This is an optimization exercise on Yosys and OpenROAD, whose aim is small area, a short achievable clock period and few clock cycles, not a production implementation.
The RTL was checked by simulation tests, not by an equivalence proof against the original design.
No activity file was given, so power comes from the tool's default toggle rates.

### config.mk
export PLATFORM = sky130hd
export DESIGN_NAME = top_module
export DESIGN_NICKNAME = top_module
export VERILOG_FILES = /design/flow/design.v
export SDC_FILE = /design/flow/constraint.sdc
export NUM_CORES = 4
export LEC_CHECK = 0
export CAP_MARGIN = 20
export CORE_MARGIN = 2
export CORE_UTILIZATION = 35
export PLACE_DENSITY = 0.55
export SETUP_SLACK_MARGIN = 4.55
export SLEW_MARGIN = 20
### constraint.sdc
create_clock -name core_clock -period 7.0 [get_ports {clock}]
set_input_delay 1.4000 -clock core_clock [delete_from_list [all_inputs] [get_ports {clock}]]
set_output_delay 1.4000 -clock core_clock [all_outputs]
set_load 0.01 [all_outputs]
### design.v
module processing_element (clock, r, s1, s2, s1s2_mux, new_dist, lo, hi, c, ovf, r_pipe);
  input clock;
  input [7:0] r;          
  input [7:0] s1, s2;     
  input s1s2_mux;         
  input new_dist;         
  output reg [3:0] lo, hi;
  output reg c, ovf;
  output reg [7:0] r_pipe;
  reg [7:0] dq;
  reg b;
  wire [8:0] d = {1'b0, r_pipe} - {1'b0, s1s2_mux ? s1 : s2};
  always @(posedge clock) begin
    r_pipe <= r;
    dq <= d[7:0];
    b <= d[8];
  end
  wire [7:0] x = dq ^ {8{b}};
  wire [3:0] al = lo & {4{~new_dist}};
  wire [3:0] ah = hi & {4{~new_dist}};
  wire [4:0] cl, ch;
  wire [3:0] sl, sh;
  assign cl[0] = b;
  assign ch[0] = c & ~new_dist;
  genvar k;
  generate
    for (k = 0; k < 4; k = k + 1) begin : fa
      assign sl[k] = al[k] ^ x[k] ^ cl[k];
      assign cl[k+1] = (al[k] & x[k]) | (al[k] & cl[k]) | (x[k] & cl[k]);
      assign sh[k] = ah[k] ^ x[k+4] ^ ch[k];
      assign ch[k+1] = (ah[k] & x[k+4]) | (ah[k] & ch[k]) | (x[k+4] & ch[k]);
    end
  endgenerate
  always @(posedge clock) begin
    lo <= sl;
    hi <= sh;
    c <= cl[4];
    ovf <= (ovf & ~new_dist) | ch[4];
  end
endmodule
module controller (clock, reset, start, n, address_s1, address_s2, done, idle);
  input clock, reset, start;
  output reg [12:0] n;
  output reg [9:0] address_s1, address_s2;
  output reg done;       
  output reg idle;              
  function [9:0] rowstart(input [3:0] k);
    case (k)
      4'd0: rowstart = 10'd31;
      4'd1: rowstart = 10'd62;
      4'd2: rowstart = 10'd93;
      4'd3: rowstart = 10'd124;
      4'd4: rowstart = 10'd155;
      4'd5: rowstart = 10'd186;
      4'd6: rowstart = 10'd217;
      4'd7: rowstart = 10'd248;
      4'd8: rowstart = 10'd279;
      4'd9: rowstart = 10'd310;
      4'd10: rowstart = 10'd341;
      4'd11: rowstart = 10'd372;
      4'd12: rowstart = 10'd403;
      4'd13: rowstart = 10'd434;
      4'd14: rowstart = 10'd465;
      4'd15: rowstart = 10'd496;
    endcase
  endfunction
  function [9:0] rowstart2(input [3:0] k);
    case (k)
      4'd0: rowstart2 = 10'd16;
      4'd1: rowstart2 = 10'd47;
      4'd2: rowstart2 = 10'd78;
      4'd3: rowstart2 = 10'd109;
      4'd4: rowstart2 = 10'd140;
      4'd5: rowstart2 = 10'd171;
      4'd6: rowstart2 = 10'd202;
      4'd7: rowstart2 = 10'd233;
      4'd8: rowstart2 = 10'd264;
      4'd9: rowstart2 = 10'd295;
      4'd10: rowstart2 = 10'd326;
      4'd11: rowstart2 = 10'd357;
      4'd12: rowstart2 = 10'd388;
      4'd13: rowstart2 = 10'd419;
      4'd14: rowstart2 = 10'd450;
      4'd15: rowstart2 = 10'd481;
    endcase
  endfunction
  wire last = n[12] & n[4] & n[1];     
  wire c15 = &n[3:0];
  wire w1 = c15 & (&n[7:4]);           
  wire w2 = c15 & (n[7:4] == 4'd0);    
  wire [9:0] step1 = {address_s1[9:4] + (c15 | (&address_s1[3:0])),
                      address_s1[3:0] + {3'd0, ~c15}};
  wire [9:0] step2 = {address_s2[9:4] + (c15 | (&address_s2[3:0])),
                      address_s2[3:0] + {3'd0, ~c15}};
  always @(posedge clock) begin
    if (reset) begin
      done <= 1'b1;
      idle <= 1'b1;
    end else begin
      done <= idle ? start : last;
      idle <= done ? start : last;
    end
    if (idle) begin
      n <= 13'd0;
      address_s1 <= 10'd0;
    end else begin
      n <= n + 1'b1;
      address_s1 <= w1 ? rowstart(n[11:8]) : step1;
    end
    address_s2 <= w2 ? rowstart2(n[11:8]) : step2;
  end
endmodule
module comparator (clock, done, start, n, pick, pe_lo, pe_hi, pe_c, pe_ovf,
  best_dist, motion_x, motion_y);
  input clock, done, start;
  input [12:0] n;
  input [15:0] pick;         
  input [63:0] pe_lo, pe_hi;
  input [15:0] pe_c, pe_ovf;
  output reg [7:0] best_dist;
  output reg [3:0] motion_x, motion_y;
  reg [3:0] cl, ch;
  reg cc, co, cval;
  reg [3:0] vl, vh;
  reg vc, vo;
  integer k;
  always @(*) begin
    vl = 4'd0;
    vh = 4'd0;
    vc = 1'b0;
    vo = 1'b0;
    for (k = 0; k < 16; k = k + 1) begin
      vl = vl | (pe_lo[k*4 +: 4] & {4{pick[k]}});
      vh = vh | (pe_hi[k*4 +: 4] & {4{pick[k]}});
      vc = vc | (pe_c[k] & pick[k]);
      vo = vo | (pe_ovf[k] & pick[k]);
    end
  end
  wire ready = (|pick) & (n[12:8] != 5'd0);
  wire [4:0] h = {1'b0, ch} + {4'd0, cc};
  wire [7:0] sad = {h[3:0], cl};
  reg [7:0] bd;
  reg [3:0] mx, my;
  wire upd = ~done & cval & ~h[4] & (sad < bd);
  wire [3:0] mxn = n[3:0] + 4'd5;     
  wire [3:0] myn = n[11:8] + 4'd7;    
  always @(posedge clock) begin
    cl <= vl;
    ch <= vh;
    cc <= vc;
    cval <= ready & ~vo;
    best_dist <= done ? (start ? bd : 8'hFF) : (upd ? sad : bd);
    bd <= done ? (start ? best_dist : 8'hFF) : (upd ? sad : best_dist);
    motion_x <= upd ? mxn : mx;
    mx <= upd ? mxn : motion_x;
    motion_y <= upd ? myn : my;
    my <= upd ? myn : motion_y;
  end
endmodule
module top_module (clock, reset, start, r, s1, s2, address_r, address_s1, address_s2,
   best_dist, motion_x, motion_y, done);
input clock, reset, start;
input [7:0] r;
input [7:0] s1, s2;
output [7:0] best_dist, address_r;
output [3:0] motion_x, motion_y;
output [9:0] address_s1, address_s2;
output done;
wire [12:0] n;
wire idle;
wire [63:0] pe_lo, pe_hi;
wire [15:0] pe_c, pe_ovf;
wire [135:0] rp;
reg [7:0] s1q, s2q;
reg [15:0] therm;      
reg [15:0] pick;       
always @(posedge clock) begin
  s1q <= s1;
  s2q <= s2;
  pick <= {pick[14:0], (n[7:0] == 8'd1)};
  if (idle) therm <= 16'hFFFF;
  else if (therm[15]) therm <= 16'h0001;
  else therm <= {therm[14:0], 1'b1};
end
assign address_r = n[7:0];
assign rp[7:0] = r;
controller ctl (.clock(clock), .reset(reset), .start(start), .n(n),
  .address_s1(address_s1), .address_s2(address_s2), .done(done), .idle(idle));
comparator cmp (.clock(clock), .done(idle), .start(start), .n(n), .pick(pick),
  .pe_lo(pe_lo), .pe_hi(pe_hi), .pe_c(pe_c), .pe_ovf(pe_ovf), .best_dist(best_dist), .motion_x(motion_x),
  .motion_y(motion_y));
genvar g;
generate
  for (g = 0; g < 16; g = g + 1) begin : pe
    processing_element u (.clock(clock), .r(rp[g*8 +: 8]), .s1(s1q), .s2(s2q),
      .s1s2_mux(therm[g]), .new_dist(pick[g]),
      .lo(pe_lo[g*4 +: 4]), .hi(pe_hi[g*4 +: 4]), .c(pe_c[g]), .ovf(pe_ovf[g]), .r_pipe(rp[g*8+8 +: 8]));
  end
endgenerate
endmodule
### run.sh
#!/bin/bash
# synth_recipe.tcl (not shown) runs the flow's synth.tcl, then flattens the netlist and writes it again
# the make line also repeats each setting of config.mk as NAME=value (left out here)
make -C /OpenROAD-flow-scripts/flow DESIGN_CONFIG=/design/flow/config.mk WORK_HOME=/design/flow/orfs CLKGATE_MAP_FILE= SYNTH_SCRIPT=/design/flow/synth_recipe.tcl finish
==> flow_summary.yaml, run 1 <==
outcome:
  status: "timing/DRC/antenna clean"
finish:
  final_cells: 3501
  syn_to_final_growth_pct: 18.3
  fin_nets: 2811
  antennaDiodeCount: 0
  fillers: 6866
  drive_gt1_share_pct: 15.1
detailed_routing:
  post_drt_wl_per_cell_um: 19.9
  viasPerCell: 4.85
  routed_wirelength_um: 69800
  postRouteAntennaNets: 0
  dr.pass1.iters: 5
  num_vias: 17000
  drtIter0Drc: 1156
  drc_errors: 0
place:
  port_buffers: 71
  place_hpwl_um: 51100
  gp_routability_congestion: 0.879
  place_inst: 3329
sta:
  timing.final.crit_share_pct: 35.6
  hold_viol_final: 0
  setup_viol: 0
  finClkSkew_ps: 25.3
  timing.final.crit_period_ps: 2490
  rsz0062_at_grt: "yes"
  final_max_slew_viol_count: 0
  relSlewSlack_pct: 31.0
  fin_tns_setup_ps: 0
  tightest_slew_ps: 1030
  fmax_ghz: 0.401
clock_tree:
  cts_sinks: 568
  clock_path_buffers: 3
  htree_levels: 2
  cts_tree: "built"
  clk_pin_slew_ps: 60
  insertion_delay_ps: 630
  cts-root-buf: "clkbuf_16"
  cts-hold-fix-buffers: 0
  numCtsBuffers: 60
grt:
  grt_max_degree: 44
  grt_pass1_vias: 17500
  track_usage_pct: 18.7
  grt_pass1_wl_um: 105000
  overflow: 0
  antenna_found_initial: 1
worst_hold_path:
  hold_end: "pe[3].u.r_pipe[3]$_DFF_P_"
  holdPathStages: 0
  hold_path_class: "reg -> reg"
  hold_start: "pe[2].u.r_pipe[3]$_DFF_P_"
synth:
  ys_seq_elements: 568
  netlist_instances: 2394
  avgSynthCellArea_um2: 10.6
  syn-num-nets: 2700
  synth_most_common_cell: "dfxtp_1"
  yosysSeqAreaShare_pct: 44.6
  synth_enable_flop_cells: 0
  yosys_warnings: 4
  ys.flop_type: "dfxtp_1"
  synth_top_area_share_pct: 44.6
  synth_area_um2: 25500
  async_flop_share_pct: 0
  yosys-top-cells-area: "dfxtp_1 (45%), fa_1 (10%), ha_1 (7.4%)"
  synth_area_leader_cell: "dfxtp_1"
  synth_commonest_cells: "dfxtp_1 (568), inv_1 (239), ha_1 (151)"
  yosysUniqueCellTypes: 56
worst_setup_path:
  start_kind: "flip-flop"
  cp.required_ps: 5600
  path_cells: "buf_6"
  crit_fanout: 2
  cp_slowest_cell: "dfxtp_2"
  worstReg2RegStart: "s2q[0]$_DFF_P_"
  path_buf_inv: 1
  critPathArrivalTime_ps: 1090
  max_stage_delay_ps: 360
  crit_start: "cmp.motion_y[1]$_DFF_P_"
  path_class: "reg -> out"
  reg2reg_depth: 8
  crit_path_end_kind: "output pin"
  reg2reg_slack_ps: 4550
  critical-path-top-delay-family: "flip-flops"
  r2r-end: "pe[1].u.b$_DFF_P_"
floorplanning:
  die_y_um: 274
  fp-row-count: 98
  fp.dieW_um: 274
  core_area_um2: 71900
  ios: 72
  start_util_pct: 35.5
  die_area_um2: 75000
power:
  p_leak_uw: 0.0135
  vdd_drop_max_mv: 0.187
  power_density_nw_per_um2: 387
flow_run:
  cap_violations: 0
[cells by family (layout without fill, tap and decap cells)]
kind of cell / Yosys count / count (layout) / synth area share, %
fa+ha+maj: 279 / 279 / 17.5
buf+inv: 341 / 495 / 5.19
compound gates: 304 / 307 / 9.30
mux: 137 / 137 / 5.50
xor+xnor: 228 / 228 / 7.83
simple gates: 537 / 537 / 10.1
flops: 568 / 568 / 44.6
[where the power goes]
part / switching [µW] / internal, µW / total [µW]
logic: 1850 / 1560 / 3400
registers: 801 / 4140 / 4940
clock network: 1320 / 2010 / 3330
[flip-flops by register name (all words and copies together), names as in the netlist, 4 cells and up, named ones only]
register	count
ctl.address_s2	10
cmp.motion_x	4
ctl.address_s1	10
pick	16
cmp.ch	4
cmp.best_dist	8
pe.u.c	16
s1q	8
therm	15
cmp.motion_y	4
cmp.bd	8
pe.u.hi	64
ctl.n	13
cmp.my	4
pe.u.b	16
pe.u.dq	128
cmp.mx	4
cmp.cl	4
pe.u.ovf	16
pe.u.r_pipe	128
s2q	8
pe.u.lo	64
[placed cells by master, fill, tap and decap left out, types with 41 or more instances in the layout]
cell / count
xor2_1: 84
xnor2_1: 134
buf_4: 71
nand2_1: 129
fa_1: 117
nor3_1: 71
ha_1: 146
dfxtp_1: 472
dfxtp_2: 69
nor2b_1: 105
clkbuf_16: 60
buf_6: 45
o21a_1: 41
inv_1: 239
mux2i_1: 120
nor2_1: 135
[layout make-up]
class | count | area, µm² | area share, %
Multi-Input combinational cell | 1488 | 13000 | 43.2
Sequential cell | 568 | 11600 | 38.3
Clock buffer | 87 | 1740 | 5.78
Timing Repair Buffer | 146 | 1380 | 4.58
Tap cell | 950 | 1190 | 3.94
Inverter | 241 | 907 | 3.01
Clock inverter | 21 | 334 | 1.11
[routing by layer]
| layer | track usage [%] | share of wire (%) |
|---|---|---|
| met2 | 30.0 | 45 |
| met3 | 3.74 | 5.9 |
| met4 | 7.08 | 3.7 |
| met1 | 24.8 | 45 |
| met5 | 0 | 0 |
[how the worst max path moves through the flow]
stage                               end  cells past startpoint
6_report                    motion_y[1]                      1
5_1_grt              pe[12].u.b$_DFF_P_                      9
4_1_cts                   address_s1[2]                      1
3_5_place_dp   cmp.best_dist[2]$_DFF_P_                     10
3_3_place_gp   cmp.best_dist[6]$_DFF_P_                     10
2_1_floorplan         pe[4].u.b$_DFF_P_                      9
[repair_timing]
| action | CTS | global route |
|---|---|---|
| setup endpoints to repair | 148 | 115 |
| setup buffers | 38 | 23 |
| cloned | 3 | 0 |
| pin swaps | 2 | 19 |
| gates resized for setup | 349 | 58 |
[per-stage QoR]
| stage | setup slack, ps | area, µm² | hold WS (ps) | total power, µW | utilization (%) |
|---|---|---|---|---|---|
| 3_3_place_gp | 3910 | 27100 | 339 | 8130 | 37.7 |
| 6_report | 4510 | 30100 | 353 | 11700 | 42.0 |
| 5_1_grt | 4430 | 30100 | 350 | 12500 | 42.0 |
| 4_1_cts | 4460 | 29800 | 344 | 11700 | 41.4 |
| 3_5_place_dp | 3780 | 27100 | 342 | 8280 | 37.7 |
| 2_1_floorplan | 4470 | 25500 | 329 | 7050 | - |
Testbench counts, summed over its fixed seeds: cycles 131,712.
==> inputs of run 2 (changes only) <==
--- a/config.mk
+++ b/config.mk
@@ -10,4 +10,4 @@
 export CORE_UTILIZATION = 35
 export PLACE_DENSITY = 0.55
-export SETUP_SLACK_MARGIN = 4.55
+export SETUP_SLACK_MARGIN = 4.45
 export SLEW_MARGIN = 20
==> flow_summary.yaml, run 2 <==
outcome:
  status: "timing/DRC/antenna clean"
worst_setup_path:
  worst-path-stages: 1
  critical-path-top-delay-family: "flip-flops"
  cp_slowest_cell: "dfxtp_4"
  reg2reg_depth: 9
  crit_path_end_kind: "output pin"
  max_stage_delay_ps: 340
  path_class: "reg -> out"
  critPathArrivalTime_ps: 1100
  cp.required_ps: 5600
  start_kind: "flip-flop"
  path_buf_inv: 1
  path_cells: "buf_2"
  reg2reg_slack_ps: 4530
  crit_fanout: 2
clock_tree:
  numCtsBuffers: 61
  cts_sinks: 568
  cts-root-buf: "clkbuf_16"
  cts_tree: "built"
  htree_levels: 2
  clock_path_buffers: 3
  insertion_delay_ps: 630
  clk_pin_slew_ps: 60
floorplanning:
  core_area_um2: 71900
  fp-row-count: 98
  fp.dieW_um: 274
  ios: 72
  die_area_um2: 75000
  die_y_um: 274
  start_util_pct: 35.5
power:
  vdd_drop_max_mv: 0.172
  p_leak_uw: 0.0133
  power_density_nw_per_um2: 388
grt:
  grt_max_degree: 44
  grt_pass1_vias: 17300
  grt_use_met3_pct: 2.75
  track_usage_pct: 18.4
  grt-busiest-layer: "met2"
  grt_pass1_wl_um: 105000
  antenna_found_initial: 1
  overflow: 0
  grtUsageMet1_pct: 24.9
  grt_use_met2_pct: 30.2
place:
  dp_slack_ps: 3870
  port_buffers: 71
  place_inst: 3330
  gp_routability_congestion: 0.882
  place_hpwl_um: 50800
detailed_routing:
  num_vias: 17000
  postRouteAntennaNets: 0
  viasPerCell: 4.90
  routed_wirelength_um: 68900
  post_drt_wl_per_cell_um: 19.8
  dr.pass1.iters: 5
  drtIter0Drc: 1152
  drc_errors: 0
synth:
  synth_commonest_cells: "dfxtp_1 (568), inv_1 (239), ha_1 (151)"
  ys.flop_type: "dfxtp_1"
  synth_area_um2: 25500
  avgSynthCellArea_um2: 10.6
  ys_seq_elements: 568
  synth_most_common_cell: "dfxtp_1"
  yosysSeqAreaShare_pct: 44.6
  async_flop_share_pct: 0
  netlist_instances: 2394
  syn-num-nets: 2700
  synth_enable_flop_cells: 0
  synth_area_leader_cell: "dfxtp_1"
  yosys_warnings: 4
  synth_top_area_share_pct: 44.6
  yosysUniqueCellTypes: 56
  yosys-top-cells-area: "dfxtp_1 (45%), fa_1 (10%), ha_1 (7.4%)"
finish:
  fillers: 6959
  syn_to_final_growth_pct: 15.4
  top_regs: "pe.u.dq x128, pe.u.r_pipe x128"
  register_area_um2: 11500
  final_common_cell: "dfxtp_1"
  multiInputGateArea_um2: 12900
  final_cells: 3475
  fin_nets: 2782
  drive_gt1_share_pct: 12.4
  final_cell_mix: "dfxtp_1 (485), inv_1 (239), ha_1 (151)"
sta:
  hold_viol_final: 0
  rsz0062_at_grt: "yes"
  timing.final.crit_share_pct: 35.8
  timing.final.crit_period_ps: 2500
  fin_tns_setup_ps: 0
  final_max_slew_viol_count: 0
  relSlewSlack_pct: 40.8
  setup_viol: 0
  finClkSkew_ps: 14.7
  tightest_slew_ps: 888
  setup_ws_ps: 4500
  fmax_ghz: 0.399
worst_hold_path:
  hold_path_class: "reg -> reg"
  holdPathStages: 0
flow_run:
  cap_violations: 0
-- run 2: changes by cell type in the layout (fill, tap and decap cells not counted), sizes merged --
cell / change
buf: -29
a211o: -1
clkinv: +1
bufinv: -7
clkbuf: +8
inv: +1
diode: +1
-- run 2: per-stage QoR --
stage / total power [µW] / hold WS [ps] / instance area (µm²) / util, %
floorplan: 7050 / 329 / 25500 / -
global placement: 8120 / 339 / 27100 / 37.7
detailed placement: 8270 / 343 / 27100 / 37.7
CTS: 11500 / 352 / 29200 / 40.7
global route: 12200 / 359 / 29400 / 40.9
finish: 11400 / 353 / 29400 / 40.9
-- run 2: worst paths after layout --
kind                                     to                         start
setup / recovery              address_s1[2]  ctl.address_s1[2]$_SDFF_PP0_
hold / removal    pe[7].u.r_pipe[0]$_DFF_P_     pe[6].u.r_pipe[0]$_DFF_P_
setup reg to reg         pe[15].u.b$_DFF_P_                s1q[0]$_DFF_P_
hold reg to reg   pe[7].u.r_pipe[0]$_DFF_P_     pe[6].u.r_pipe[0]$_DFF_P_
-- run 2: report_power, final --
part	internal, µW	switching [µW]	leakage, µW	total, µW
combinational	1500	1810	0.00753	3320
clock	1860	1330	0.000987	3190
sequential	4140	784	0.00478	4920
total	7500	3920	0.0133	11400
-- run 2: repair_timing --
item	in CTS	in global routing
gates cloned	1	1
hold buffers	0	0
setup endpoints to repair	124	68
hold endpoints to repair	0	0
buffers inserted	20	11
gates resized for setup	270	41
pin swaps	2	3
-- run 2: area by class of cell --
type / count / share of cell area (%)
clock buffers: 95 / 6.34
clock inverters: 16 / 0.472
repair buffers: 117 / 3.05
multi-input cells: 1487 / 43.8
flip-flops and latches: 568 / 39.2
well taps: 950 / 4.04
inverters: 241 / 3.08
diodes: 1 / 0.00851
-- run 2: cell families after synthesis --
group / count (synthesis) / share of synthesized area [%]
flops: 568 / 44.6
simple gates: 537 / 10.1
buf+inv: 341 / 5.19
compound gates: 304 / 9.30
fa+ha+maj: 279 / 17.5
xor+xnor: 228 / 7.83
mux: 137 / 5.50
-- run 2: layer usage --
layer / share of wire, % / up-vias / wire (µm)
met5: 0 / - / 0
met2: 46 / 396 / 31800
li1: - / 8149 / -
met3: 4.8 / 99 / 3300
met1: 46 / 8374 / 31900
met4: 2.6 / 0 / 1820
==> inputs of run 3 (changes only) <==
--- a/config.mk
+++ b/config.mk
@@ -9,4 +9,7 @@
 export CORE_MARGIN = 2
 export CORE_UTILIZATION = 35
+export CTS_BUF_LIST = sky130_fd_sc_hd__clkbuf_16
+export CTS_CLUSTER_DIAMETER = 120
+export CTS_CLUSTER_SIZE = 30
 export PLACE_DENSITY = 0.55
 export SETUP_SLACK_MARGIN = 4.45
==> flow_summary.yaml, run 3 <==
detailed_routing:
  route.met3.wl_um: 3090
  viasPerCell: 4.89
  m1WireLength_um: 32000
  dr_wl_met2_um: 31300
  num_vias: 16700
  drtIter0Drc: 1201
  routed_wirelength_um: 67700
  post_drt_wl_per_cell_um: 19.9
  dr.pass1.iters: 5
  top_layer_used: "met4"
  drc_errors: 0
  postRouteAntennaNets: 0
grt:
  grt_max_degree: 44
  grt_pass1_vias: 16800
  grt_pass1_wl_um: 102000
  track_usage_pct: 18.0
  antenna_found_initial: 2
  overflow: 0
place:
  place_hpwl_um: 50800
  port_buffers: 71
  place_inst: 3330
  gp_routability_congestion: 0.882
power:
  p_leak_uw: 0.0127
  vdd_drop_max_mv: 0.191
  power_density_nw_per_um2: 350
finish:
  fillers: 7054
  top_regs: "pe.u.dq x128, pe.u.r_pipe x128"
  final_common_cell: "dfxtp_1"
  fin_nets: 2762
  post-route-util_pct: 39.1
  syn_to_final_growth_pct: 10.3
  drive_gt1_share_pct: 10.7
  final_cell_mix: "dfxtp_1 (477), inv_1 (241), ha_1 (151)"
  final_cells: 3408
sta:
  setup_viol: 0
  relSlewSlack_pct: 39.5
  final_max_slew_viol_count: 0
  hold_viol_final: 0
  timing.final.crit_share_pct: 35.7
  fmax_ghz: 0.400
  timing.final.crit_period_ps: 2500
  tightest_slew_ps: 907
  finClkSkew_ps: 17.3
  rsz0062_at_grt: "yes"
  fin_tns_setup_ps: 0
synth:
  netlist_instances: 2394
  avgSynthCellArea_um2: 10.6
  synth_commonest_cells: "dfxtp_1 (568), inv_1 (239), ha_1 (151)"
  yosys_warnings: 4
  ys.flop_type: "dfxtp_1"
  yosysUniqueCellTypes: 56
  yosys-top-cells-area: "dfxtp_1 (45%), fa_1 (10%), ha_1 (7.4%)"
  synth_enable_flop_cells: 0
  synth_area_leader_cell: "dfxtp_1"
  syn-num-nets: 2700
  ys_seq_elements: 568
  synth_top_area_share_pct: 44.6
  async_flop_share_pct: 0
  synth_most_common_cell: "dfxtp_1"
  synth_area_um2: 25500
  yosysSeqAreaShare_pct: 44.6
floorplanning:
  ios: 72
  core_area_um2: 71900
  die_area_um2: 75000
  die_y_um: 274
  fp.dieW_um: 274
  fp-row-count: 98
  start_util_pct: 35.5
flow_run:
  cap_violations: 0
clock_tree:
  cts_tree: "built"
  htree_levels: 1
  cts_sinks: 568
  numCtsBuffers: 22
  clk_pin_slew_ps: 110
  clock_path_buffers: 3
  cts-root-buf: "clkbuf_16"
  insertion_delay_ps: 590
worst_setup_path:
  crit_fanout: 13
  path_class: "reg -> reg"
  start_kind: "flip-flop"
  critPathArrivalTime_ps: 2980
  cp.required_ps: 7480
  crit_path_end_kind: "flip-flop"
worst_hold_path:
  hold_path_class: "reg -> reg"
outcome:
  status: "timing/DRC/antenna clean"
==> run 3: cell types whose count changed in the layout (fill, tap and decap cells not counted), moves of 7 or more <==
cell,before,now
clkbuf_16,61,23
clkbuf_8,21,0
buf_4,46,63
clkbuf_1,13,0
dfxtp_2,58,67
clkinv_2,8,0
dfxtp_1,485,477
buf_2,37,44
==> run 3: cell type report <==
cell class | count | area, µm² | share of cell area [%]
Multi-Input combinational cell | 1487 | 12900 | 45.8
Sequential cell | 568 | 11500 | 41.1
Clock buffer | 23 | 576 | 2.05
Tap cell | 950 | 1190 | 4.23
Inverter | 241 | 907 | 3.23
Timing Repair Buffer | 136 | 998 | 3.55
Clock inverter | 2 | 7.51 | 0.0267
Antenna cell | 1 | 2.50 | 0.00890
==> run 3: final timing paths <==
path,from,endpoint,slack (ps),cells past startpoint
worst max-delay path,s1q[0]$_DFF_P_,pe[15].u.b$_DFF_P_,4500,9
worst min-delay path,pe[6].u.r_pipe[0]$_DFF_P_,pe[7].u.r_pipe[0]$_DFF_P_,360,0
worst max register to register,s1q[0]$_DFF_P_,pe[15].u.b$_DFF_P_,4500,9
worst min register to register,pe[6].u.r_pipe[0]$_DFF_P_,pe[7].u.r_pipe[0]$_DFF_P_,360,0
==> run 3: worst max-delay path, cell delays in order, from the launching register on <==
cell,delay [ps]
dfxtp_4,450
buf_12,160
mux2_2,270
ha_1,220
fa_1,440
nor2b_1,130
o21a_1,140
o211a_1,160
a211oi_1,50
or3_1,360
==> run 3: what timing repair did <==
| item | in CTS | in global routing |
|---|---|---|
| gates cloned | 1 | 1 |
| setup buffers | 33 | 17 |
| pin swaps | 2 | 2 |
| hold buffers | 0 | 0 |
| setup endpoints to repair | 126 | 67 |
| gates resized for setup | 267 | 39 |
==> run 3: power by group <==
part	internal (µW)	switching (µW)	total, µW	leakage [µW]
sequential	4130	779	4910	0.00478
clock	596	1000	1600	0.000294
combinational	1510	1820	3330	0.00761
total	6240	3600	9840	0.0127
==> run 3: kinds of logic after synthesis <==
| logic type | Yosys count | share of synthesized area [%] |
|---|---|---|
| fa+ha+maj | 279 | 17.5 |
| simple gates | 537 | 10.1 |
| compound gates | 304 | 9.30 |
| xor+xnor | 228 | 7.83 |
| flops | 568 | 44.6 |
| mux | 137 | 5.50 |
| buf+inv | 341 | 5.19 |
==> run 3: layer usage <==
layer / GRT usage, % / vias to the layer above
li1: - / 8046
met1: 24.9 / 8221
met4: 3.68 / 0
met3: 2.33 / 62
met2: 30.0 / 333
met5: 0 / -
==> run 3: per-stage QoR <==
step	instance area, µm²	power (µW)	setup WS, ps	hold slack, ps
global route	28100	10600	4380	369
global placement	27100	8120	3920	339
detailed placement	27100	8270	3870	343
finish	28100	9840	4500	362
CTS	27900	9880	4340	361
floorplan	25500	7050	4470	329
==> inputs of run 4 (changes only) <==
--- a/config.mk
+++ b/config.mk
@@ -10,5 +10,5 @@
 export CORE_UTILIZATION = 35
 export CTS_BUF_LIST = sky130_fd_sc_hd__clkbuf_16
-export CTS_CLUSTER_DIAMETER = 120
+export CTS_CLUSTER_DIAMETER = 90
 export CTS_CLUSTER_SIZE = 30
 export PLACE_DENSITY = 0.55
==> flow_summary.yaml, run 4 <==
sta:
  rsz0062_at_grt: "yes"
  relSlewSlack_pct: 39.2
  timing.final.crit_period_ps: 2520
  timing.final.crit_share_pct: 35.9
  finClkSkew_ps: 31.9
  final_max_slew_viol_count: 0
  hold_viol_final: 0
  tightest_slew_ps: 912
  fin_tns_setup_ps: 0
  fmax_ghz: 0.397
  setup_viol: 0
  setup_ws_ps: 4480
place:
  dp_slack_ps: 3870
  place_inst: 3330
  place_hpwl_um: 50800
  port_buffers: 71
  gp_routability_congestion: 0.882
detailed_routing:
  drtIter0Drc: 1067
  post_drt_wl_per_cell_um: 19.8
  viasPerCell: 4.90
  dr.pass1.iters: 5
  routed_wirelength_um: 67900
  num_vias: 16800
  drc_errors: 0
  postRouteAntennaNets: 0
worst_setup_path:
  cp.required_ps: 7480
  reg2reg_depth: 8
  path_class: "reg -> reg"
  cp_slowest_cell: "dfxtp_4"
  crit_path_end_kind: "flip-flop"
  path_cells: "mux2_2 -> ha_1 -> fa_1 -> nor2b_1 -> o21a_1 -> o21a_1 -> o21ai_0 -> a211o_1"
  cpMostUsedCell: "o21a_1"
  max_stage_delay_ps: 460
  start_kind: "flip-flop"
  crit_fanout: 16
  critPathArrivalTime_ps: 3000
synth:
  synth_compound_area_share_pct: 9.30
  synth_most_common_cell: "dfxtp_1"
  synth_top_area_share_pct: 44.6
  synth_adder_area_share_pct: 17.5
  yosysSeqAreaShare_pct: 44.6
  netlist_instances: 2394
  synth_area_leader_cell: "dfxtp_1"
  yosys_warnings: 4
  yosysUniqueCellTypes: 56
  avgSynthCellArea_um2: 10.6
  synth_top_family_by_area: "adder cells"
  synthMuxAreaShare_pct: 5.50
  ys.flop_type: "dfxtp_1"
  synth_area_um2: 25500
  yosys-top-cells-area: "dfxtp_1 (45%), fa_1 (10%), ha_1 (7.4%)"
  synth-simple-area-share_pct: 10.1
  syn-num-nets: 2700
  async_flop_share_pct: 0
  synth_commonest_cells: "dfxtp_1 (568), inv_1 (239), ha_1 (151)"
  synth_xor_area_share_pct: 7.83
  ys_seq_elements: 568
  synth_enable_flop_cells: 0
power:
  seqPwrFrac_pct: 47.6
  p_leak_uw: 0.0129
  vdd_drop_max_mv: 0.200
  switching_share_pct: 36.9
  power_density_nw_per_um2: 362
  netSwitchingPower_uw: 3810
  combPwrFrac_pct: 32.3
  p_clk_share_pct: 20.1
  p_int_uw: 6510
finish:
  final_common_cell: "dfxtp_1"
  drive_gt1_share_pct: 11.5
  final_cells: 3429
  syn_to_final_growth_pct: 11.9
  post-route-util_pct: 39.7
  top_regs: "pe.u.dq x128, pe.u.r_pipe x128"
  final_cell_mix: "dfxtp_1 (477), inv_1 (239), ha_1 (151)"
  fin_nets: 2765
clock_tree:
  insertion_delay_ps: 620
  htree_levels: 1
  numCtsBuffers: 29
  cts-hold-fix-buffers: 0
  cts-root-buf: "clkbuf_16"
  clock_path_buffers: 3
  clk_pin_slew_ps: 110
  cts_sinks: 568
  cts_tree: "built"
floorplanning:
  start_util_pct: 35.5
  die_y_um: 274
  fp-row-count: 98
  core_area_um2: 71900
  ios: 72
  die_area_um2: 75000
  fp.dieW_um: 274
flow_run:
  cap_violations: 0
worst_hold_path:
  holdPathStages: 0
  hold_path_class: "reg -> reg"
grt:
  grt_max_degree: 44
  grt_pass1_wl_um: 103000
  overflow: 0
  grt_pass1_vias: 16900
  antenna_found_initial: 1
  track_usage_pct: 18.0
outcome:
  status: "timing/DRC/antenna clean"
[run 4: power groups by stage]
stage	clock network [µW]	logic, µW	registers [µW]
after global placement	0	3140	4990
after CTS	2130	3310	4920
after floorplan	0	2550	4490
after detailed placement	0	3280	4990
final	2070	3330	4910
after global routing	2230	3850	4980
[run 4: path summary, 6_finish.rpt]
path	slack, ps	endpoint	from
worst max-delay path	4480	pe[1].u.b$_DFF_P_	s1q[0]$_DFF_P_
worst min-delay path	340	pe[7].u.r_pipe[0]$_DFF_P_	pe[6].u.r_pipe[0]$_DFF_P_
worst max register to register	4480	pe[1].u.b$_DFF_P_	s1q[0]$_DFF_P_
worst min register to register	340	pe[7].u.r_pipe[0]$_DFF_P_	pe[6].u.r_pipe[0]$_DFF_P_
[run 4: final cells by class]
class	instances	area [µm²]
Clock buffer	29	726
Clock inverter	21	297
Multi-Input combinational cell	1487	12900
Inverter	241	907
Antenna cell	1	2.50
Sequential cell	568	11500
Tap cell	950	1190
Timing Repair Buffer	132	987
Fill cell	7001	43300
[run 4: cells by family (layout without fill, tap and decap cells)]
kind of cell               after synthesis  after routing
muxes                                  137            137
other                                    0              1
DFF                                    568            568
AOI/OAI and AO/OA                      304            306
and+or+nand+nor                        537            537
adders and majority gates              279            279
xor gates and xnor gates               228            228
buffers and inverters                  341            423
[run 4: metrics by stage]
stage / power (µW) / hold slack, ps / cell area (µm²)
6_report: 10300 / 341 / 28500
5_1_grt: 11100 / 344 / 28500
4_1_cts: 10400 / 334 / 28300
3_5_place_dp: 8270 / 343 / 27100
3_3_place_gp: 8120 / 339 / 27100
2_1_floorplan: 7050 / 329 / 25500
[run 4: repair_timing]
action	CTS	global route
setup buffers	29	17
cloned	1	1
pin swaps	2	3
gates resized for setup	270	41
endpoints found under the hold margin	0	0
setup endpoints to repair	125	72
[run 4: worst max-delay path, delay by kind of cell, from the launching register on]
family,cells,cell delay [ps]
AO/OA/AOI/OAI,4,810
adder cells (fa/ha/maj),2,650
flip-flops,1,460
multiplexers,1,300
AND/OR/NAND/NOR,1,150
[run 4: routing by layer]
metal  up-vias  GRT usage (%)  share of wire [%]
met1      8272           25.0                 46
li1       8071              -                  -
met5         -              0                  0
met4         0           4.20                2.4
met3        76           2.11                4.9
met2       383           29.9                 46
==> inputs of run 5 (changes only) <==
--- a/config.mk
+++ b/config.mk
@@ -10,7 +10,7 @@
 export CORE_UTILIZATION = 35
 export CTS_BUF_LIST = sky130_fd_sc_hd__clkbuf_16
-export CTS_CLUSTER_DIAMETER = 90
-export CTS_CLUSTER_SIZE = 30
+export CTS_CLUSTER_DIAMETER = 100
+export CTS_CLUSTER_SIZE = 24
 export PLACE_DENSITY = 0.55
-export SETUP_SLACK_MARGIN = 4.45
+export SETUP_SLACK_MARGIN = 4.52
 export SLEW_MARGIN = 20
==> flow_summary.yaml, run 5 <==
outcome:
  status: "timing/DRC/antenna clean"
worst_setup_path:
  path_class: "reg -> out"
  max_stage_delay_ps: 370
  critical-path-top-delay-family: "flip-flops"
  path_buf_inv: 1
  cp.required_ps: 5600
  cp_slowest_cell: "dfxtp_2"
  path_cells: "buf_6"
  start_kind: "flip-flop"
  crit_fanout: 2
  critPathArrivalTime_ps: 1090
  crit_path_end_kind: "output pin"
finish:
  final_cell_mix: "dfxtp_1 (472), inv_1 (239), ha_1 (149)"
  syn_to_final_growth_pct: 13.3
  fin_nets: 2783
  top_regs: "pe.u.dq x128, pe.u.r_pipe x128"
  drive_gt1_share_pct: 12.8
  fillers: 6987
  final_cells: 3435
  final_common_cell: "dfxtp_1"
synth:
  synth_area_um2: 25500
  avgSynthCellArea_um2: 10.6
  synth_enable_flop_cells: 0
  synth_area_leader_cell: "dfxtp_1"
  synth_commonest_cells: "dfxtp_1 (568), inv_1 (239), ha_1 (151)"
  yosysUniqueCellTypes: 56
  async_flop_share_pct: 0
  synth_top_area_share_pct: 44.6
  ys_seq_elements: 568
  syn-num-nets: 2700
  synth_most_common_cell: "dfxtp_1"
  yosysSeqAreaShare_pct: 44.6
  yosys_warnings: 4
  ys.flop_type: "dfxtp_1"
  netlist_instances: 2394
  yosys-top-cells-area: "dfxtp_1 (45%), fa_1 (10%), ha_1 (7.4%)"
place:
  place_inst: 3329
  gp_routability_congestion: 0.879
  place_hpwl_um: 51100
  port_buffers: 71
grt:
  track_usage_pct: 18.2
  grt_pass1_wl_um: 103000
  overflow: 0
  grt_pass1_vias: 17100
  grt_max_degree: 44
  antenna_found_initial: 2
detailed_routing:
  viasPerCell: 4.86
  drtIter0Drc: 1101
  drc_errors: 0
  postRouteAntennaNets: 0
  routed_wirelength_um: 68900
  post_drt_wl_per_cell_um: 20.1
  num_vias: 16700
  dr.pass1.iters: 5
clock_tree:
  cts_sinks: 568
  cts-root-buf: "clkbuf_16"
  clock_path_buffers: 3
  clk_pin_slew_ps: 100
  cts_tree: "built"
  insertion_delay_ps: 620
  htree_levels: 1
  numCtsBuffers: 29
floorplanning:
  start_util_pct: 35.5
  fp-row-count: 98
  core_area_um2: 71900
  die_y_um: 274
  ios: 72
  die_area_um2: 75000
  fp.dieW_um: 274
sta:
  relSlewSlack_pct: 33.0
  setup_viol: 0
  hold_viol_final: 0
  timing.final.crit_share_pct: 35.6
  final_max_slew_viol_count: 0
  fin_tns_setup_ps: 0
  finClkSkew_ps: 17.1
  fmax_ghz: 0.402
  timing.final.crit_period_ps: 2490
  hold_slack_ps: 351
  rsz0062_at_grt: "yes"
  tightest_slew_ps: 1000
flow_run:
  cap_violations: 0
power:
  power_density_nw_per_um2: 353
  vdd_drop_max_mv: 0.236
  p_leak_uw: 0.0129
worst_hold_path:
  hold_path_class: "reg -> reg"
run 5: cell counts after synthesis:
No cell type changed its count.
run 5: timing repair:
action                                  CTS  global route
cloned                                    2             0
pin swaps                                 3            13
hold buffers                              0             0
endpoints found under the setup margin  145           104
buffers inserted                         42            23
resized for setup                       343            48
run 5: path summary, 6_finish.rpt:
check | startpoint | to | slack (ps) | cells after the start
worst max-delay path | cmp.motion_y[1]$_DFF_P_ | motion_y[1] | 4510 | 1
worst min-delay path | pe[6].u.r_pipe[0]$_DFF_P_ | pe[7].u.r_pipe[0]$_DFF_P_ | 350 | 0
worst max register to register | s2q[0]$_DFF_P_ | pe[13].u.b$_DFF_P_ | 4570 | 9
worst min register to register | pe[6].u.r_pipe[0]$_DFF_P_ | pe[7].u.r_pipe[0]$_DFF_P_ | 350 | 0
run 5: per-stage QoR:
step | cell area, µm² | setup WS (ps) | total power (µW) | util (%)
3_3_place_gp | 27100 | 3910 | 8130 | 37.7
4_1_cts | 28500 | 4480 | 10200 | 39.7
5_1_grt | 28900 | 4410 | 11000 | 40.2
6_report | 28900 | 4510 | 10200 | 40.2
3_5_place_dp | 27100 | 3780 | 8280 | 37.7
2_1_floorplan | 25500 | 4470 | 7050 | -
run 5: layer usage:
layer	up-vias	routed length (µm)	global-route usage, %
met5	-	0	0
met4	0	2570	5.85
met1	8137	31200	24.5
met3	96	3860	3.24
li1	8083	-	-
met2	385	31300	29.8
run 5: final cells by class:
cell class                 instances  area (µm²)  area share, %
antenna                            1        2.50        0.00866
clock buffer                      29         726           2.51
clock inverter                     9         108          0.373
inverter                         241         907           3.14
multi-input combinational       1487       13000           44.9
sequential                       568       11600           40.0
tap                              950        1190           4.12
timing repair buffer             150        1410           4.89
run 5: cell families after synthesis:
logic type               Yosys count  synth area share (%)
flip-flops                       568                  44.6
AND/OR/NAND/NOR                  537                  10.1
buffers and inverters            341                  5.19
AO/OA/AOI/OAI                    304                  9.30
adder cells (fa/ha/maj)          279                  17.5
XOR/XNOR                         228                  7.83
multiplexers                     137                  5.50
run 5: power breakdown:
part	internal [µW]	leakage (µW)	switching, µW
registers	4140	0.00478	792
logic	1550	0.00776	1840
clock network	801	0.000408	1080
==> inputs of run 6 (changes only) <==
--- a/config.mk
+++ b/config.mk
@@ -13,4 +13,4 @@
 export CTS_CLUSTER_SIZE = 24
 export PLACE_DENSITY = 0.55
-export SETUP_SLACK_MARGIN = 4.52
+export SETUP_SLACK_MARGIN = 4.45
 export SLEW_MARGIN = 20
==> flow_summary.yaml, run 6 <==
grt:
  overflow: 0
  grt_pass1_vias: 16900
  antenna_found_initial: 1
  grt_pass1_wl_um: 103000
  track_usage_pct: 18.0
  grt_max_degree: 44
place:
  dpl_cell_area_um2: 27100
  place_hpwl_um: 50800
  port_buffers: 71
  gp_routability_congestion: 0.882
worst_setup_path:
  path_buf_inv: 0
  worstReg2RegStart: "s1q[0]$_DFF_P_"
  path_class: "reg -> reg"
  start_kind: "flip-flop"
  critPathArrivalTime_ps: 2970
  max_stage_delay_ps: 460
  cp_slowest_cell: "dfxtp_4"
  cpMostUsedCell: "o21a_1"
  critical-path-top-delay-family: "compound AO/OA/AOI/OAI gates"
  crit_path_end_kind: "flip-flop"
  cp.required_ps: 7470
  r2r-end: "pe[1].u.b$_DFF_P_"
  crit_fanout: 16
  reg2reg_slack_ps: 4490
  reg2reg_depth: 8
  path_cells: "mux2_2 -> ha_1 -> fa_1 -> nor2b_1 -> o21a_1 -> o21a_1 -> o21ai_0 -> a211o_1"
synth:
  synth_area_um2: 25500
  syn-num-nets: 2700
  synthMuxAreaShare_pct: 5.50
  yosysUniqueCellTypes: 56
  async_flop_share_pct: 0
  synth_commonest_cells: "dfxtp_1 (568), inv_1 (239), ha_1 (151)"
  yosysSeqAreaShare_pct: 44.6
  synth_most_common_cell: "dfxtp_1"
  ys_seq_elements: 568
  synth_top_area_share_pct: 44.6
  synth_adder_area_share_pct: 17.5
  synth_top_family_by_area: "adder cells"
  synth_enable_flop_cells: 0
  yosys-top-cells-area: "dfxtp_1 (45%), fa_1 (10%), ha_1 (7.4%)"
  netlist_instances: 2394
  yosys_warnings: 4
  synth_xor_area_share_pct: 7.83
  avgSynthCellArea_um2: 10.6
  synth-simple-area-share_pct: 10.1
  synth_compound_area_share_pct: 9.30
  synth_area_leader_cell: "dfxtp_1"
  ys.flop_type: "dfxtp_1"
clock_tree:
  cts_sinks: 568
  clock_path_buffers: 3
  cts_tree: "built"
  htree_levels: 1
  cts-root-buf: "clkbuf_16"
  numCtsBuffers: 29
  cts-hold-fix-buffers: 0
  clk_pin_slew_ps: 100
  insertion_delay_ps: 610
detailed_routing:
  num_vias: 16800
  routed_wirelength_um: 67900
  drtIter0Drc: 1188
  drc_errors: 0
  viasPerCell: 4.91
  post_drt_wl_per_cell_um: 19.9
  postRouteAntennaNets: 0
  dr.pass1.iters: 5
sta:
  hold_viol_final: 0
  timing.final.crit_share_pct: 35.8
  fin_tns_setup_ps: 0
  relSlewSlack_pct: 39.7
  setup_viol: 0
  rsz0062_at_grt: "yes"
  timing.final.crit_period_ps: 2510
  final_max_slew_viol_count: 0
  tightest_slew_ps: 905
  finClkSkew_ps: 20.7
  hold_slack_ps: 353
  fmax_ghz: 0.399
flow_run:
  cap_violations: 0
floorplanning:
  die_y_um: 274
  core_area_um2: 71900
  die_area_um2: 75000
  fp.dieW_um: 274
  start_util_pct: 35.5
  ios: 72
  fp-row-count: 98
power:
  p_leak_uw: 0.0128
  power_density_nw_per_um2: 359
  vdd_drop_max_mv: 0.212
  power_uw: 10200
worst_hold_path:
  holdPathStages: 0
  hold_start: "pe[7].u.r_pipe[0]$_DFF_P_"
  hold_end: "pe[8].u.r_pipe[0]$_DFF_P_"
  hold_path_class: "reg -> reg"
finish:
  final_common_cell: "dfxtp_1"
  fin_nets: 2762
  final_area_um2: 28300
  register_area_um2: 11500
  final_cell_mix: "dfxtp_1 (477), inv_1 (241), ha_1 (151)"
  syn_to_final_growth_pct: 11.1
  multiInputGateArea_um2: 12900
  top_regs: "pe.u.dq x128, pe.u.r_pipe x128"
  fillers: 7036
  drive_gt1_share_pct: 10.9
outcome:
  status: "timing/DRC/antenna clean"
## run 6: report_power, final
part	internal, µW	total (µW)	leakage, µW	switching, µW
clock	835	1910	0.000426	1080
combinational	1510	3330	0.00757	1820
sequential	4130	4920	0.00478	782
total	6470	10200	0.0128	3680
## run 6: worst max path at each step
stage	depth (start not counted)	start	slack, ps	to
3_3_place_gp	10	cmp.cc$_DFF_P_	3920	cmp.bd[6]$_DFF_P_
5_1_grt	8	s1q[0]$_DFF_P_	4380	pe[1].u.b$_DFF_P_
4_1_cts	1	ctl.n[0]$_SDFF_PP0_	4370	address_r[0]
6_report	8	s1q[0]$_DFF_P_	4490	pe[1].u.b$_DFF_P_
3_5_place_dp	10	cmp.cc$_DFF_P_	3870	cmp.best_dist[2]$_DFF_P_
2_1_floorplan	9	therm[4]$_SDFF_PP1_	4470	pe[4].u.b$_DFF_P_
## run 6: layout make-up
| cell class | instances | share of cell area, % |
|---|---|---|
| Clock inverter | 9 | 0.446 |
| Clock buffer | 29 | 2.56 |
| Timing Repair Buffer | 129 | 3.30 |
| Inverter | 241 | 3.20 |
| Sequential cell | 568 | 40.8 |
| Tap cell | 950 | 4.20 |
| Multi-Input combinational cell | 1487 | 45.5 |
| Antenna cell | 1 | 0.00884 |
## run 6: cell families (layout without fill, tap and decap cells)
kind of cell | count (synthesis) | in the layout
flops | 568 | 568
simple gates | 537 | 537
buf+inv | 341 | 408
compound gates | 304 | 306
fa+ha+maj | 279 | 279
xor+xnor | 228 | 228
mux | 137 | 137
other cells | 0 | 1
## run 6: timing repair
action,in CTS,in global routing
gates resized for setup,268,38
buffers inserted,29,14
pin swaps,2,3
gates cloned,1,1
setup endpoints to repair,124,68
## run 6: per-layer routing
| layer | wire length (µm) | part of all wire [%] | vias up | global-route usage [%] |
|---|---|---|---|---|
| met3 | 3240 | 4.8 | 65 | 2.15 |
| met5 | 0 | 0 | - | 0 |
| met2 | 31500 | 46 | 386 | 30.0 |
| met1 | 31900 | 47 | 8258 | 25.1 |
| met4 | 1380 | 2.0 | 0 | 3.68 |
| li1 | - | - | 8055 | - |
## run 6: stage by stage
| stage | utilization [%] | instances | setup slack [ps] |
|---|---|---|---|
| after global placement | 37.7 | 3330 | 3920 |
| after detailed placement | 37.7 | 3330 | 3870 |
| final | 39.4 | 3414 | 4490 |
| after CTS | 39.1 | 3398 | 4370 |
| after floorplan | - | 2394 | 4470 |
| after global routing | 39.4 | 3413 | 4380 |
## run 6: worst register-to-register path, cell delays in order, from the launching register on
cell and delay [ps]:
dfxtp_4 460, mux2_2 310, ha_1 220, fa_1 430, nor2b_1 150, o21a_1 150
o21a_1 170, o21ai_0 140, a211o_1 360
==> inputs of run 7 (changes only) <==
--- a/config.mk
+++ b/config.mk
@@ -6,4 +6,5 @@
 export NUM_CORES = 4
 export LEC_CHECK = 0
+export ABC_CLOCK_PERIOD_IN_PS = 2500
 export CAP_MARGIN = 20
 export CORE_MARGIN = 2
==> flow_summary.yaml, run 7 <==
worst_setup_path:
  cp.required_ps: 7470
  critPathArrivalTime_ps: 2970
  path_cells: "mux2_2 -> ha_1 -> fa_1 -> nor2b_1 -> o21a_1 -> o21a_1 -> o21ai_0 -> a211o_1"
  path_class: "reg -> reg"
  max_stage_delay_ps: 460
  cp-endpoint: "pe[1].u.b$_DFF_P_"
  reg2reg_depth: 8
  worstReg2RegStart: "s1q[0]$_DFF_P_"
  worst-path-stages: 8
  path_buf_inv: 0
  cpMostUsedCell: "o21a_1"
  cp_slowest_cell: "dfxtp_4"
  crit_path_end_kind: "flip-flop"
  crit_fanout: 16
  reg2reg_slack_ps: 4490
  critical-path-top-delay-family: "compound AO/OA/AOI/OAI gates"
  r2r-end: "pe[1].u.b$_DFF_P_"
  crit_start: "s1q[0]$_DFF_P_"
  start_kind: "flip-flop"
power:
  p_clk_share_pct: 18.8
  combPwrFrac_pct: 32.8
  power_uw: 10200
  power_density_nw_per_um2: 359
  switching_share_pct: 36.2
  p_int_uw: 6470
  vdd_drop_max_mv: 0.212
  p_leak_uw: 0.0128
  seqPwrFrac_pct: 48.4
  netSwitchingPower_uw: 3680
finish:
  final_cells: 3414
  top_regs: "pe.u.dq x128, pe.u.r_pipe x128"
  final_area_um2: 28300
  final_common_cell: "dfxtp_1"
  multiInputGateArea_um2: 12900
  final_cell_mix: "dfxtp_1 (477), inv_1 (241), ha_1 (151)"
  fillers: 7036
  fin_nets: 2762
  drive_gt1_share_pct: 10.9
  syn_to_final_growth_pct: 11.1
  register_area_um2: 11500
floorplanning:
  ios: 72
  fp-row-count: 98
  die_y_um: 274
  core_area_um2: 71900
  die_area_um2: 75000
  start_util_pct: 35.5
  fp.dieW_um: 274
clock_tree:
  cts-root-buf: "clkbuf_16"
  cts_sinks: 568
  cts-hold-fix-buffers: 0
  clk_pin_slew_ps: 100
  clock_path_buffers: 3
  insertion_delay_ps: 610
  numCtsBuffers: 29
  htree_levels: 1
  cts_tree: "built"
detailed_routing:
  routed_wirelength_um: 67900
  dr.pass1.iters: 5
  drtIter0Drc: 1188
  postRouteAntennaNets: 0
  viasPerCell: 4.91
  num_vias: 16800
  post_drt_wl_per_cell_um: 19.9
  drc_errors: 0
grt:
  grt_max_degree: 44
  overflow: 0
  grt_pass1_wl_um: 103000
  track_usage_pct: 18.0
  grt_pass1_vias: 16900
  antenna_found_initial: 1
synth:
  synth_adder_area_share_pct: 17.5
  async_flop_share_pct: 0
  syn-num-nets: 2700
  synth_most_common_cell: "dfxtp_1"
  yosys_warnings: 4
  synth_top_area_share_pct: 44.6
  synth_top_family_by_area: "adder cells"
  yosysUniqueCellTypes: 56
  synth_commonest_cells: "dfxtp_1 (568), inv_1 (239), ha_1 (151)"
  synth_enable_flop_cells: 0
  synth_xor_area_share_pct: 7.83
  ys.flop_type: "dfxtp_1"
  ys_seq_elements: 568
  synth-simple-area-share_pct: 10.1
  synth_area_leader_cell: "dfxtp_1"
  yosys-top-cells-area: "dfxtp_1 (45%), fa_1 (10%), ha_1 (7.4%)"
  yosysSeqAreaShare_pct: 44.6
  synth_compound_area_share_pct: 9.30
  avgSynthCellArea_um2: 10.6
  synth_area_um2: 25500
  synthMuxAreaShare_pct: 5.50
  netlist_instances: 2394
sta:
  tightest_slew_ps: 905
  finClkSkew_ps: 20.7
  hold_viol_final: 0
  timing.final.crit_share_pct: 35.8
  hold_slack_ps: 353
  timing.final.crit_period_ps: 2510
  fin_tns_setup_ps: 0
  setup_viol: 0
  rsz0062_at_grt: "yes"
  final_max_slew_viol_count: 0
  fmax_ghz: 0.399
  relSlewSlack_pct: 39.7
place:
  port_buffers: 71
  place_inst: 3330
  dpl_cell_area_um2: 27100
  gp_routability_congestion: 0.882
  place_hpwl_um: 50800
worst_hold_path:
  hold_path_class: "reg -> reg"
flow_run:
  cap_violations: 0
outcome:
  status: "timing/DRC/antenna clean"
run 7: cell families after synthesis:
logic type | Yosys count
flops | 568
fa+ha+maj | 279
mux | 137
simple gates | 537
compound gates | 304
buf+inv | 341
xor+xnor | 228
run 7: what timing repair did:
item / 4_1_cts / 5_1_grt
setup endpoints to repair: 124 / 68
pin swaps: 2 / 3
cloned: 1 / 1
setup buffers: 29 / 14
gates resized for setup: 268 / 38
run 7: final cells by class:
cell class                 count  area share, %
sequential                   568           40.8
timing repair buffer         129           3.30
multi-input combinational   1487           45.5
inverter                     241           3.20
tap                          950           4.20
clock inverter                 9          0.446
clock buffer                  29           2.56
antenna                        1        0.00884
run 7: worst min-delay path by stage:
stage / start / endpoint / depth (start not counted)
floorplan: pick[9]$_DFF_P_ / pick[10]$_DFF_P_ / 0
global placement: pe[6].u.r_pipe[0]$_DFF_P_ / pe[7].u.r_pipe[0]$_DFF_P_ / 0
detailed placement: pe[6].u.r_pipe[0]$_DFF_P_ / pe[7].u.r_pipe[0]$_DFF_P_ / 0
CTS: pe[6].u.r_pipe[0]$_DFF_P_ / pe[7].u.r_pipe[0]$_DFF_P_ / 0
global route: pe[6].u.r_pipe[0]$_DFF_P_ / pe[7].u.r_pipe[0]$_DFF_P_ / 0
finish: pe[7].u.r_pipe[0]$_DFF_P_ / pe[8].u.r_pipe[0]$_DFF_P_ / 0
run 7: per-stage QoR:
stage               setup WS, ps  utilization [%]
CTS                         4370             39.1
global route                4380             39.4
global placement            3920             37.7
detailed placement          3870             37.7
finish                      4490             39.4
floorplan                   4470                -
run 7: routing by layer:
layer / track usage (%) / routed length, µm / vias up
met2: 30.0 / 31500 / 386
met3: 2.15 / 3240 / 65
li1: - / - / 8055
met5: 0 / 0 / -
met1: 25.1 / 31900 / 8258
met4: 3.68 / 1380 / 0
run 7: power by group through the flow:
stage                     clock network (µW)  logic (µW)  registers (µW)
after detailed placement                   0        3280            4990
after global placement                     0        3140            4990
after floorplan                            0        2550            4490
final                                   1910        3330            4920
after CTS                               1970        3310            4920
after global routing                    2080        3850            4980
==> inputs of run 8 (changes only) <==
--- a/config.mk
+++ b/config.mk
@@ -6,12 +6,11 @@
 export NUM_CORES = 4
 export LEC_CHECK = 0
-export ABC_CLOCK_PERIOD_IN_PS = 2500
 export CAP_MARGIN = 20
 export CORE_MARGIN = 2
-export CORE_UTILIZATION = 35
+export CORE_UTILIZATION = 45
 export CTS_BUF_LIST = sky130_fd_sc_hd__clkbuf_16
 export CTS_CLUSTER_DIAMETER = 100
 export CTS_CLUSTER_SIZE = 24
-export PLACE_DENSITY = 0.55
+export PLACE_DENSITY = 0.65
 export SETUP_SLACK_MARGIN = 4.45
 export SLEW_MARGIN = 20
==> flow_summary.yaml, run 8 <==
worst_setup_path:
  crit_fanout: 9
  path_class: "reg -> reg"
  crit_start: "s1q[0]$_DFF_P_"
  critPathArrivalTime_ps: 3020
  start_kind: "flip-flop"
  cp.required_ps: 7480
  crit_path_end_kind: "flip-flop"
  worstReg2RegStart: "s1q[0]$_DFF_P_"
detailed_routing:
  drc_errors: 0
  num_vias: 16800
  dr.pass1.iters: 5
  post_drt_wl_per_cell_um: 20.2
  routed_wirelength_um: 64900
  postRouteAntennaNets: 0
  viasPerCell: 5.25
  drtIter0Drc: 1155
synth:
  synth_commonest_cells: "dfxtp_1 (568), inv_1 (239), ha_1 (151)"
  syn-num-nets: 2700
  yosysUniqueCellTypes: 56
  yosys-top-cells-area: "dfxtp_1 (45%), fa_1 (10%), ha_1 (7.4%)"
  yosys_warnings: 4
  avgSynthCellArea_um2: 10.6
  synth_enable_flop_cells: 0
  async_flop_share_pct: 0
  ys.flop_type: "dfxtp_1"
  synth_most_common_cell: "dfxtp_1"
  synth_area_um2: 25500
  synth_top_area_share_pct: 44.6
  synth_area_leader_cell: "dfxtp_1"
  ys_seq_elements: 568
  yosysSeqAreaShare_pct: 44.6
  netlist_instances: 2394
sta:
  final_max_slew_viol_count: 0
  timing.final.crit_period_ps: 2540
  fin_tns_setup_ps: 0
  setup_viol: 0
  finClkSkew_ps: 18.4
  tightest_slew_ps: 959
  rsz0062_at_grt: "yes"
  relSlewSlack_pct: 36.0
  fmax_ghz: 0.394
  timing.final.crit_share_pct: 36.3
  hold_slack_ps: 359
  hold_viol_final: 0
clock_tree:
  htree_levels: 1
  clock_path_buffers: 3
  clk_pin_slew_ps: 100
  cts_sinks: 568
  numCtsBuffers: 27
  cts-root-buf: "clkbuf_16"
  cts_tree: "built"
  cts-hold-fix-buffers: 0
  insertion_delay_ps: 600
flow_run:
  cap_violations: 0
floorplanning:
  fp.dieW_um: 242
  fp-row-count: 87
  core_area_um2: 56200
  die_y_um: 242
  ios: 72
  start_util_pct: 45.4
  die_area_um2: 58600
finish:
  fin_nets: 2760
  final_cell_mix: "dfxtp_1 (474), inv_1 (239), ha_1 (151)"
  final_cells: 3210
  antennaDiodeCount: 0
  drive_gt1_share_pct: 10.7
  final_common_cell: "dfxtp_1"
  top_regs: "pe.u.dq x128, pe.u.r_pipe x128"
  syn_to_final_growth_pct: 9.60
place:
  port_buffers: 71
  place_hpwl_um: 48200
  place_inst: 3132
  gp_routability_congestion: 0.906
power:
  vdd_drop_max_mv: 0.194
  power_density_nw_per_um2: 357
  p_leak_uw: 0.0127
grt:
  antenna_found_initial: 2
  overflow: 0
  grt_pass1_vias: 16800
  grt_pass1_wl_um: 98700
  track_usage_pct: 21.7
  grt_max_degree: 44
worst_hold_path:
  hold_start: "pe[9].u.r_pipe[0]$_DFF_P_"
  hold_path_class: "reg -> reg"
outcome:
  status: "timing/DRC/antenna clean"
==> run 8: cell counts after synthesis <==
No cell type changed its count.
==> run 8: logic make-up (layout without fill, tap and decap cells) <==
kind of cell             Yosys count  in the layout  share of synthesized area, %
AO/OA/AOI/OAI                    304            306                          9.30
XOR/XNOR                         228            228                          7.83
adder cells (fa/ha/maj)          279            279                          17.5
buffers and inverters            341            399                          5.19
flip-flops                       568            568                          44.6
multiplexers                     137            137                          5.50
AND/OR/NAND/NOR                  537            537                          10.1
==> run 8: worst max-delay path, stage by stage, from the launching register on <==
cell and delay [ps]:
dfxtp_4 420, buf_6 190, mux2_2 280, ha_1 210
fa_1 440, nor2b_1 150, o21a_1 160, o21a_1 160
o21ai_0 120, a211o_1 270
==> run 8: through the flow <==
step	util (%)	power (µW)	instance area (µm²)	worst slack, ps
after global routing	49.7	10700	27900	4390
final	49.7	9980	27900	4460
after floorplan	-	7050	25500	4470
after global placement	47.7	8040	26800	3960
after detailed placement	47.7	8230	26800	3870
after CTS	49.4	9990	27700	4450
==> run 8: worst paths after layout <==
path	end	slack, ps	cells after the start
setup / recovery	pe[14].u.b$_DFF_P_	4460	9
hold / removal	pe[10].u.r_pipe[0]$_DFF_P_	360	0
setup reg to reg	pe[14].u.b$_DFF_P_	4460	9
hold reg to reg	pe[10].u.r_pipe[0]$_DFF_P_	360	0
==> run 8: what timing repair did <==
| action | CTS | global route |
|---|---|---|
| endpoints found under the hold margin | 0 | 0 |
| setup endpoints to repair | 121 | 71 |
| resized for setup | 261 | 41 |
| setup buffers | 32 | 15 |
| pin swaps | 2 | 2 |
| cloned | 1 | 1 |
==> run 8: layer usage <==
layer | routed length, µm | up-vias | global-route usage (%)
li1 | - | 8031 | -
met1 | 29400 | 8312 | 30.1
met2 | 30600 | 422 | 36.5
met3 | 3350 | 78 | 2.45
met4 | 1570 | 0 | 5.05
met5 | 0 | - | 0
==> run 8: power breakdown <==
| group | switching (µW) | total [µW] | internal [µW] |
|---|---|---|---|
| sequential | 762 | 4900 | 4130 |
| combinational | 1800 | 3320 | 1520 |
| clock | 1000 | 1770 | 765 |
| total | 3570 | 9980 | 6420 |
==> run 8: layout make-up <==
| cell class | instances | area (µm²) |
|---|---|---|
| Timing Repair Buffer | 129 | 941 |
| Fill cell | 5155 | 28200 |
| Sequential cell | 568 | 11500 |
| Tap cell | 756 | 946 |
| Inverter | 241 | 907 |
| Clock buffer | 27 | 676 |
| Clock inverter | 2 | 60.1 |
| Multi-Input combinational cell | 1487 | 12900 |
==> inputs of run 9 (changes only) <==
--- a/config.mk
+++ b/config.mk
@@ -6,11 +6,12 @@
 export NUM_CORES = 4
 export LEC_CHECK = 0
+export ABC_AREA = 1
 export CAP_MARGIN = 20
 export CORE_MARGIN = 2
-export CORE_UTILIZATION = 45
+export CORE_UTILIZATION = 35
 export CTS_BUF_LIST = sky130_fd_sc_hd__clkbuf_16
 export CTS_CLUSTER_DIAMETER = 100
 export CTS_CLUSTER_SIZE = 24
-export PLACE_DENSITY = 0.65
-export SETUP_SLACK_MARGIN = 4.45
+export PLACE_DENSITY = 0.55
+export SETUP_SLACK_MARGIN = 4.35
 export SLEW_MARGIN = 20
==> flow_summary.yaml, run 9 <==
outcome:
  status: "timing/DRC/antenna clean"
synth:
  syn-num-nets: 3169
  synth_area_um2: 25700
  ys_seq_elements: 568
  yosys_warnings: 4
  synth_top_area_share_pct: 44.2
  synth_area_leader_cell: "dfxtp_1"
  netlist_instances: 2863
  ys.flop_type: "dfxtp_1"
  async_flop_share_pct: 0
  avgSynthCellArea_um2: 8.99
  yosysSeqAreaShare_pct: 44.2
  yosys-top-cells-area: "dfxtp_1 (44%), fa_1 (10%), nand2_1 (8.6%)"
  synth_most_common_cell: "nand2_1"
  synth_enable_flop_cells: 0
  synth_commonest_cells: "nand2_1 (587), dfxtp_1 (568), inv_1 (375)"
  yosysUniqueCellTypes: 42
clock_tree:
  htree_levels: 1
  cts_tree: "built"
  clock_path_buffers: 3
  cts_sinks: 568
  numCtsBuffers: 29
  insertion_delay_ps: 630
  cts-root-buf: "clkbuf_16"
  cts-hold-fix-buffers: 0
  clk_pin_slew_ps: 90
sta:
  setup_ws_ps: 4400
  final_max_slew_viol_count: 0
  timing.final.crit_period_ps: 2600
  setup_viol: 0
  rsz0062_at_grt: "yes"
  fmax_ghz: 0.385
  hold_viol_final: 0
  relSlewSlack_pct: 40.1
  fin_tns_setup_ps: 0
  finClkSkew_ps: 26.9
  tightest_slew_ps: 898
  timing.final.crit_share_pct: 37.2
  hold_slack_ps: 351
floorplanning:
  die_area_um2: 75700
  core_area_um2: 72800
  fp.dieW_um: 275
  die_y_um: 275
  ios: 72
  start_util_pct: 35.3
  fp-row-count: 99
power:
  p_leak_uw: 0.0133
  switching_share_pct: 36.9
  p_int_uw: 6260
  power_density_nw_per_um2: 350
  seqPwrFrac_pct: 47.4
  netSwitchingPower_uw: 3660
  vdd_drop_max_mv: 0.212
  p_clk_share_pct: 18.7
  combPwrFrac_pct: 33.9
worst_setup_path:
  crit_fanout: 4
  reg2reg_slack_ps: 4460
  critPathArrivalTime_ps: 1200
  worstReg2RegStart: "pick[9]$_DFF_P_"
  path_class: "reg -> out"
  cp_slowest_cell: "dfxtp_4"
  r2r-end: "pe[9].u.lo[3]$_DFF_P_"
  reg2reg_depth: 8
  crit_path_end_kind: "output pin"
  path_cells: "clkdlybuf4s15_2"
  max_stage_delay_ps: 380
  path_buf_inv: 1
  start_kind: "flip-flop"
  cp.required_ps: 5600
  critical-path-top-delay-family: "flip-flops"
finish:
  final_cell_mix: "nand2_1 (587), dfxtp_1 (522), inv_1 (362)"
  syn_to_final_growth_pct: 10.2
  antennaDiodeCount: 0
  drive_gt1_share_pct: 6.55
  fin_nets: 3200
  final_common_cell: "nand2_1"
  top_regs: "pe.u.dq x128, pe.u.r_pipe x128"
grt:
  grt_pass1_wl_um: 100000
  antenna_found_initial: 1
  grt_pass1_vias: 17100
  overflow: 0
  track_usage_pct: 17.2
  grt_max_degree: 42
place:
  port_buffers: 71
  place_hpwl_um: 49200
  gp_routability_congestion: 0.876
  dp_slack_ps: 4090
worst_hold_path:
  hold_start: "pe[11].u.r_pipe[7]$_DFF_P_"
  holdPathStages: 0
  hold_end: "pe[12].u.r_pipe[7]$_DFF_P_"
  hold_path_class: "reg -> reg"
detailed_routing:
  postRouteAntennaNets: 0
  routed_wirelength_um: 64200
  post_drt_wl_per_cell_um: 16.6
  drtIter0Drc: 1206
  dr.pass1.iters: 6
  viasPerCell: 4.57
  drc_errors: 0
  num_vias: 17600
flow_run:
  cap_violations: 0
==> run 9: cell count changes after synthesis, moves of 110 or more <==
cell	delta
a21oi_1	+111
inv_1	+136
o21ai_0	+172
nand2_1	+457
nor2b_1	-110
mux2i_1	-121
==> run 9: worst max path at each step <==
stage	start	endpoint	slack (ps)	cells after the start
floorplan	pe[0].u.b$_DFF_P_	pe[0].u.hi[3]$_DFF_P_	4630	8
global placement	therm[15]$_SDFF_PP1_	pe[15].u.dq[6]$_DFF_P_	4130	8
detailed placement	therm[15]$_SDFF_PP1_	pe[15].u.dq[6]$_DFF_P_	4090	8
CTS	ctl.n[0]$_SDFF_PP0_	address_r[0]	4280	1
global route	s2q[3]$_DFF_P_	pe[15].u.dq[6]$_DFF_P_	4250	8
finish	ctl.n[7]$_SDFF_PP0_	address_r[7]	4400	1
==> run 9: layer usage <==
| layer | vias up | part of all wire (%) | wire length [µm] | GRT usage, % |
|---|---|---|---|---|
| met4 | 0 | 2.5 | 1600 | 4.20 |
| met5 | - | 0 | 0 | 0 |
| li1 | 9092 | - | - | - |
| met1 | 8078 | 50 | 32400 | 25.4 |
| met3 | 69 | 3.9 | 2490 | 1.48 |
| met2 | 373 | 43 | 27700 | 27.0 |
==> run 9: final cells by class <==
class	count	area [µm²]
clock buffer	29	726
timing repair buffer	89	845
clock inverter	7	82.6
fill	7318	44500
tap	959	1200
sequential	568	11500
multi-input combinational	1823	12600
inverter	383	1470
==> run 9: repair_timing <==
action,in CTS,in global routing
pin swaps,0,1
gates cloned,0,1
setup buffers,7,7
resized for setup,158,50
setup endpoints to repair,86,88
==> run 9: cells by family (layout without fill, tap and decap cells) <==
group	after synthesis	in the layout	synth area share, %
flops	568	568	44.2
buf+inv	473	508	7.07
compound gates	428	428	9.13
simple gates	872	873	14.0
xor+xnor	243	243	8.27
fa+ha+maj	279	279	17.3
==> run 9: per-stage QoR <==
stage | area, µm² | total power (µW) | utilization [%] | std cells
final | 28300 | 9930 | 38.9 | 3858
after global routing | 28300 | 10800 | 38.9 | 3858
after CTS | 28200 | 10000 | 38.8 | 3850
after detailed placement | 27300 | 8170 | 37.5 | 3807
after global placement | 27300 | 8020 | 37.5 | 3807
after floorplan | 25700 | 7060 | - | 2863
==> run 9: power groups by stage <==
stage                     Sequential, µW  Combinational [µW]  Clock (µW)
after detailed placement            4780                3380           0
after floorplan                     4490                2570           0
after global routing                4810                3950        2020
final                               4710                3360        1850
after global placement              4780                3240           0
after CTS                           4710                3380        1920

Setup slack of run 9, layout unchanged: 4.399 ns with ideal ports, 4.341 ns with driving cells assumed (clock clkbuf_16, inputs buf_2), 4.249 ns with port delays also shifted by the 0.669 ns mid clock arrival.
